This is an optimization exercise on Yosys and OpenROAD, whose aim is small area, a short achievable clock period and few clock cycles, not a production implementation. In this exercise RTL edits were held to simulation tests only and were not proved equivalent to the original. Power is estimated from default activity; no workload was simulated.

### design/flow/design.v
module ALU (
    input wire [4:0] ALUOp,
    input wire [31:0] A,
    input wire [31:0] B,
    output wire [31:0] Result,
    output wire ALUExp
);
  wire [31:0] add_sub_res;
  wire [31:0] slt_res;
  wire [31:0] sltu_res;
  wire [31:0] and_res;
  wire [31:0] nor_res;
  wire [31:0] or_res;
  wire [31:0] xor_res;
  wire [31:0] sll_res;
  wire [31:0] sr_res;
  wire [31:0] lui_res;
  wire [31:0] mul_res;   
  wire [31:0] andn_res;
  wire [31:0] orn_res;
  wire [63:0] sr64_result;
  wire [63:0] mul64_res;   
  wire [31:0] div_res;   
  wire        add_ovf;
  wire        sub_ovf;
  wire        div_exc;
  wire        add_exc;
  wire        sub_exc;
  wire [31:0] adder_a;
  wire [31:0] adder_b;
  wire        adder_cin;
  wire [31:0] adder_res;
  wire        adder_cout;
  assign adder_a = A;
  assign adder_b = (ALUOp == 5'b00001 | ALUOp == 5'b00010 | ALUOp == 5'b00011) ? ~B : B;
  assign adder_cin = (ALUOp == 5'b00001 | ALUOp == 5'b00010 | ALUOp == 5'b00011) ? 1'b1 : 1'b0;
  assign {adder_cout, adder_res} = adder_a + adder_b + adder_cin;
  assign add_sub_res = adder_res;
  assign add_exc = (adder_a[31] ~^ adder_b[31]) & (adder_a[31] ^ adder_res[31]);
  assign sub_exc = (adder_a[31] ~^ adder_b[31]) & (adder_a[31] ^ adder_res[31]);
  assign add_ovf = add_exc;
  assign sub_ovf = sub_exc;
  assign slt_res = {31'b0, ((A[31] & ~B[31]) | ((A[31] ~^ B[31]) & adder_res[31]))};
  assign sltu_res = {31'b0, ~adder_cout};
  assign and_res = A & B;
  assign or_res = A | B;
  assign andn_res = A & ~B;
  assign orn_res = A | ~B;
  assign nor_res = ~(A | B);
  assign xor_res = A ^ B;
  assign lui_res = B;
  assign sll_res = A << B[4:0];
  assign sr64_result = {{32{(ALUOp == 5'b01010) & A[31]}}, A[31:0]} >> B[4:0];
  assign sr_res = sr64_result[31:0];
  assign mul64_res = A * B;
  assign mul_res = mul64_res[31:0];
  assign div_res = (B == 32'b0) ? 32'b0 : A / B;
  assign div_exc = (B == 32'b0);
  assign Result = ({32{ALUOp == 5'b00000}}   & add_sub_res
                  |{32{ALUOp == 5'b00001}}   & add_sub_res
                  |{32{ALUOp == 5'b00010}}   & slt_res
                  |{32{ALUOp == 5'b00011}}  & sltu_res
                  |{32{ALUOp == 5'b00100}}   & and_res
                  |{32{ALUOp == 5'b00101}}   & nor_res
                  |{32{ALUOp == 5'b00110}}    & or_res
                  |{32{ALUOp == 5'b00111}}   & xor_res
                  |{32{ALUOp == 5'b01000}}   & sll_res
                  |{32{ALUOp == 5'b01001}}   & sr_res
                  |{32{ALUOp == 5'b01010}}   & sr_res
                  |{32{ALUOp == 5'b01011}}   & lui_res
                  |{32{ALUOp == 5'b01100}}  & andn_res
                  |{32{ALUOp == 5'b01101}}   & orn_res
                  |{32{ALUOp == 5'b01110}}   & mul_res
                  |{32{ALUOp == 5'b01111}}   & div_res
                  |{32{ALUOp == 5'b00000}} & 32'b0);
  assign ALUExp = ({1{ALUOp == 5'b00000}}    & add_ovf
                  |{1{ALUOp == 5'b00001}}    & sub_ovf
                  |{1{ALUOp == 5'b01111}}    & div_exc);
endmodule
module alu_unit (
    input  wire        clk,
    input  wire        rst,
    input  wire        in_valid,
    output wire        in_ready,
    input  wire [ 4:0] in_op,
    input  wire [31:0] in_a,
    input  wire [31:0] in_b,
    output reg         out_valid,
    output reg  [31:0] out_result,
    output reg         out_exc
);
  reg        v1;
  reg [ 4:0] op1;
  reg [31:0] a1;
  reg [31:0] b1;
  wire [31:0] alu_res;
  wire        alu_exc;
  assign in_ready = 1'b1;
  ALU u_alu (
      .ALUOp (op1),
      .A     (a1),
      .B     (b1),
      .Result(alu_res),
      .ALUExp(alu_exc)
  );
  always @(posedge clk) begin
    if (rst) begin
      v1        <= 1'b0;
      out_valid <= 1'b0;
    end else begin
      v1        <= in_valid;
      out_valid <= v1;
    end
    op1        <= in_op;
    a1         <= in_a;
    b1         <= in_b;
    out_result <= alu_res;
    out_exc    <= alu_exc;
  end
endmodule
### design/flow/run.sh
#!/bin/bash
# synth_recipe.tcl (not shown) runs the flow's synth.tcl, then flattens the netlist and writes it again
# the make line also repeats each setting of config.mk as NAME=value (left out here)
make -C /OpenROAD-flow-scripts/flow DESIGN_CONFIG=/design/flow/config.mk WORK_HOME=/design/flow/orfs CLKGATE_MAP_FILE= SYNTH_SCRIPT=/design/flow/synth_recipe.tcl finish
### design/flow/config.mk
export PLATFORM = sky130hd
export DESIGN_NAME = alu_unit
export DESIGN_NICKNAME = alu_unit
export VERILOG_FILES = /design/flow/design.v
export SDC_FILE = /design/flow/constraint.sdc
export NUM_CORES = 4
export LEC_CHECK = 0
export CAP_MARGIN = 20
export CORE_MARGIN = 2
export CORE_UTILIZATION = 40
export PLACE_DENSITY = 0.6
export SLEW_MARGIN = 20
### design/flow/constraint.sdc
create_clock -name core_clock -period 64.0 [get_ports {clk}]
set_input_delay 12.8000 -clock core_clock [delete_from_list [all_inputs] [get_ports {clk}]]
set_output_delay 12.8000 -clock core_clock [all_outputs]
set_load 0.01 [all_outputs]
==> impl_metrics.env <==
export IMPL_hold_buffers=0
export IMPL_leakage_nw=35.0
export IMPL_die_x_um=374
export IMPL_die_area_mm2=0.140
export IMPL_dp_hpwl_um=229000
export IMPL_p_per_area_mw_per_mm2=42.8
export IMPL_worst_r2r_endpoint="out_result[0]"
export IMPL_critPathLaunch="b1[17]"
export IMPL_dp_cells=10500
export IMPL_rr_worst_depth=303
export IMPL_ys_flop_type="dfxtp_1"
export IMPL_critPathLaunchType="flop"
export IMPL_initial_core_util_pct=40.4
export IMPL_crit_end="out_result[0]"
export IMPL_die_h_um=374
export IMPL_syn_num_nets=8740
export IMPL_ys_ff_latch=104
export IMPL_antenna_found_initial=17
export IMPL_drt_iter0_drc=7038
export IMPL_clk_pin_slew_ns=0.10
export IMPL_synth_fa_ha_area_share_pct=33.5
export IMPL_synth_top_family_by_area="adder cells"
export IMPL_fin_crit_ns=61.99
export IMPL_routabilityCongestion=1.06
export IMPL_cpMostUsedCell="buf_4"
export IMPL_grt_pass1_vias=62100
export IMPL_crit_arrival_ns=62.28
export IMPL_nets=10200
export IMPL_drt_total_wl_um=290000
export IMPL_critical_path_max_stage_delay_ns=0.54
export IMPL_max_freq_mhz=16.1
export IMPL_drive_gt1_share_pct=25.5
export IMPL_yosys_area_share_xor_xnor_pct=7.64
export IMPL_io_pins=107
export IMPL_rrSetupSlack_ns=2.01
export IMPL_grt_max_degree=113
export IMPL_drtPass1Iterations=7
export IMPL_met3_usage_pct=10.2
export IMPL_tightest_slew_ns=1.09
export IMPL_clockBufferDepth=2
export IMPL_synth_compound_area_share_pct=23.7
export IMPL_setup_viol=0
export IMPL_rows=135
export IMPL_r2r_start="b1[17]"
export IMPL_clock_skew_ns=0.0294
export IMPL_synth_cells=7446
export IMPL_vias_per_cell=6.05
export IMPL_worstSkewPairLatency_ns=0.41
export IMPL_avgRoutedWirePerCell_um=27.2
export IMPL_cap_viol_max_count=0
export IMPL_max_slew_margin_pct=26.5
export IMPL_h_tree_depth=3
export IMPL_coreArea_mm2=0.136
export IMPL_gr_total_overflow=0
export IMPL_tns_ns=0
export IMPL_yosysWarnings=1
export IMPL_cts_buffers=9
export IMPL_hp_class="reg -> reg"
export IMPL_final_cells=10700
export IMPL_hold_viol=0
export IMPL_vias=64500
export IMPL_synthSimpleGateAreaFrac_pct=20.6
export IMPL_ys_types=102
export IMPL_end_kind="flop"
export IMPL_io_buffers=105
export IMPL_use_met1_pct=51.0
export IMPL_criticalPathCategory="reg -> reg"
export IMPL_final_antenna_net_count=0
export IMPL_synthesis_area_mm2=0.0548
export IMPL_final_max_slew_viol_count=0
export IMPL_slowest_stage="or4_4"
export IMPL_cts_root_buf="clkbuf_16"
export IMPL_avgSynthCellArea_um2=7.36
export IMPL_met2_usage_pct=60.9
export IMPL_grt_util_all_layers_pct=39.6
export IMPL_area_delta_synth_final_pct=31.4
export IMPL_grt_pass1_wl_um=414000
export IMPL_yosysSeqAreaShare_pct=3.80
export IMPL_async_reset_ff_share_pct=0
export IMPL_synth_edf_count=0
export IMPL_worst_path_max_fanout=15
export IMPL_muxShareOfSynthArea_pct=3.79
export IMPL_status="complete, no violations"
export IMPL_period_share_pct=96.9
export IMPL_worstPathRequired_ns=64.28
export IMPL_cts_tree="yes"
export IMPL_peakVddDrop_v=0.000244
export IMPL_clock_sinks=104
export IMPL_busiest_layer="met2"
export IMPL_drc=0
==> cells in the mapped netlist (30+ instances only) <==
master	instances	share of area, %
nand2_1	930	6.4
o21ai_0	386	3.5
or3_1	83	0.95
fa_1	409	15
nand2b_1	58	0.66
xnor2_1	296	4.7
nor4_1	30	0.34
a21o_1	176	2.4
o22ai_1	35	0.40
mux2i_1	80	1.5
inv_1	657	4.5
a211oi_1	80	1.1
a31oi_1	86	0.98
xor2_1	182	2.9
nor2_1	698	4.8
mux2_2	92	1.9
and2_1	41	0.47
o21a_1	136	1.9
nor2b_1	70	0.80
dfxtp_1	104	3.8
or2_2	56	0.64
a221oi_1	40	0.64
o31ai_1	45	0.62
nand4_1	75	0.86
o21bai_1	39	0.53
clkbuf_1	269	1.8
nand3_1	138	1.3
and3_1	52	0.59
buf_1	63	0.43
ha_1	813	19
nor3_1	171	1.6
o211ai_1	103	1.4
a21oi_1	489	4.5
==> critical path: cells and delay by family (launching register included) <==
| family | cells | cell delay, ns |
|---|---|---|
| AND/OR/NAND/NOR | 70 | 14.19 |
| XOR/XNOR | 1 | 0.20 |
| flip-flops | 1 | 0.36 |
| AO/OA/AOI/OAI | 154 | 30.43 |
| adder cells (fa/ha/maj) | 31 | 8.41 |
| multiplexers | 6 | 1.77 |
| buffers and inverters | 41 | 6.40 |
==> power breakdown <==
part,total (W),internal [W],switching [W],leakage [nW]
registers,0.0000834,0.0000743,0.00000907,0.877
clock network,0.0000627,0.0000281,0.0000347,0.149
logic,0.00293,0.00110,0.00183,34.0
total,0.00308,0.00121,0.00187,35.0
==> layout make-up <==
cell class	count	area, um2
tap	1781	2230
multi-input combinational	6335	51100
sequential	104	2110
clock buffer	9	225
antenna	9	22.5
fill	13300	63700
timing repair buffer	1750	13700
inverter	666	2510
clock inverter	7	83.8
==> kinds of logic after synthesis <==
group,Yosys count
multiplexers,183
AO/OA/AOI/OAI,1966
XOR/XNOR,478
AND/OR/NAND/NOR,2484
flip-flops,104
buffers and inverters,1008
adder cells (fa/ha/maj),1222
other,1
==> cells in the final DEF (no fill, tap or decap), types with 46 or more instances in the layout <==
| cell type | count |
|---|---|
| a211oi_1 | 64 |
| a21o_1 | 170 |
| a21oi_1 | 414 |
| a21oi_2 | 71 |
| a31oi_1 | 68 |
| and3_1 | 50 |
| buf_4 | 1605 |
| clkdlybuf4s50_1 | 105 |
| dfxtp_1 | 89 |
| fa_1 | 409 |
| ha_1 | 787 |
| inv_1 | 648 |
| mux2_2 | 88 |
| mux2i_1 | 76 |
| nand2_1 | 918 |
| nand2b_1 | 56 |
| nand3_1 | 133 |
| nand4_1 | 75 |
| nor2_1 | 677 |
| nor2b_1 | 66 |
| nor3_1 | 155 |
| o211ai_1 | 103 |
| o21a_1 | 127 |
| o21ai_0 | 343 |
| o21ai_1 | 46 |
| or2_2 | 53 |
| or3_1 | 76 |
| xnor2_1 | 294 |
| xor2_1 | 178 |
==> layer usage <==
| metal | wire, um | vias up |
|---|---|---|
| met5 | 126 | - |
| li1 | - | 29000 |
| met2 | 123000 | 3486 |
| met3 | 32200 | 869 |
| met4 | 18500 | 20 |
| met1 | 116000 | 31200 |
==> repair_timing <==
action / in CTS / in global routing
resized for setup: 104 / 375
pin swaps: 18 / 146
buffers inserted: 11 / 100
setup endpoints to repair: 2 / 3
gates cloned: 0 / 1
==> worst min path at each step <==
stage	slack, ns	endpoint	depth (start not counted)	from
3_5_place_dp	0.44	out_valid	1	v1
3_3_place_gp	0.42	out_valid	1	v1
4_1_cts	0.45	out_valid	1	v1
2_1_floorplan	0.41	out_valid	1	v1
5_1_grt	0.49	out_valid	1	v1
6_report	0.45	out_valid	1	v1
==> state kept, by name, summed over array words and instances (netlist names) <==
| register | cells |
|---|---|
| a1 | 32 |
| b1 | 32 |
| op1 | 5 |
| out_exc | 1 |
| out_result | 32 |
| out_valid | 1 |
| v1 | 1 |
==> per-stage QoR <==
| step | worst slack [ns] | hold slack [ns] | area, um2 | util [%] | total power [W] |
|---|---|---|---|---|---|
| after floorplan | 0.0407 | 0.414 | 55000 | - | 0.00184 |
| after CTS | 0.0522 | 0.448 | 69400 | 51.2 | 0.00293 |
| after global placement | -2.88 | 0.415 | 68600 | 50.6 | 0.00280 |
| final | 2.01 | 0.447 | 72000 | 53.1 | 0.00308 |
| after detailed placement | -3.72 | 0.436 | 68600 | 50.6 | 0.00284 |
| after global routing | -0.518 | 0.485 | 72000 | 53.1 | 0.00331 |
Testbench counts, summed over its fixed seeds: cycles 24,016.

## static timing again, ports no longer ideal
Ports are ideal in the flow. The routed layout listed here was re-timed in OpenROAD.
Step 1 (the two cells are an assumption about what drives the block):
set clk [get_ports {clk}]
set_driving_cell -lib_cell sky130_fd_sc_hd__clkbuf_16 $clk
set_driving_cell -lib_cell sky130_fd_sc_hd__buf_2 [delete_from_list [all_inputs] $clk]
Step 2, shift: input delay + t, output delay - t, t = (earliest + latest rising clock arrival at the registers) / 2. This alone moves slack from input paths to output paths.
Three values: ideal ports, drivers, drivers and shift; two values: the first two.
shift t [ns]: 0.444
setup WS [ns]: 2.006 / 2.006 / 2.006
latest minus earliest clock arrival (ns): 0.029 / 0.029
worst register clock-pin slew, ns: 0.11 / 0.11
After both steps setup and hold are still met in this run. For this run, drivers alone change the setup slack by 0.000 ns; drivers and shift together by 0.000 ns.
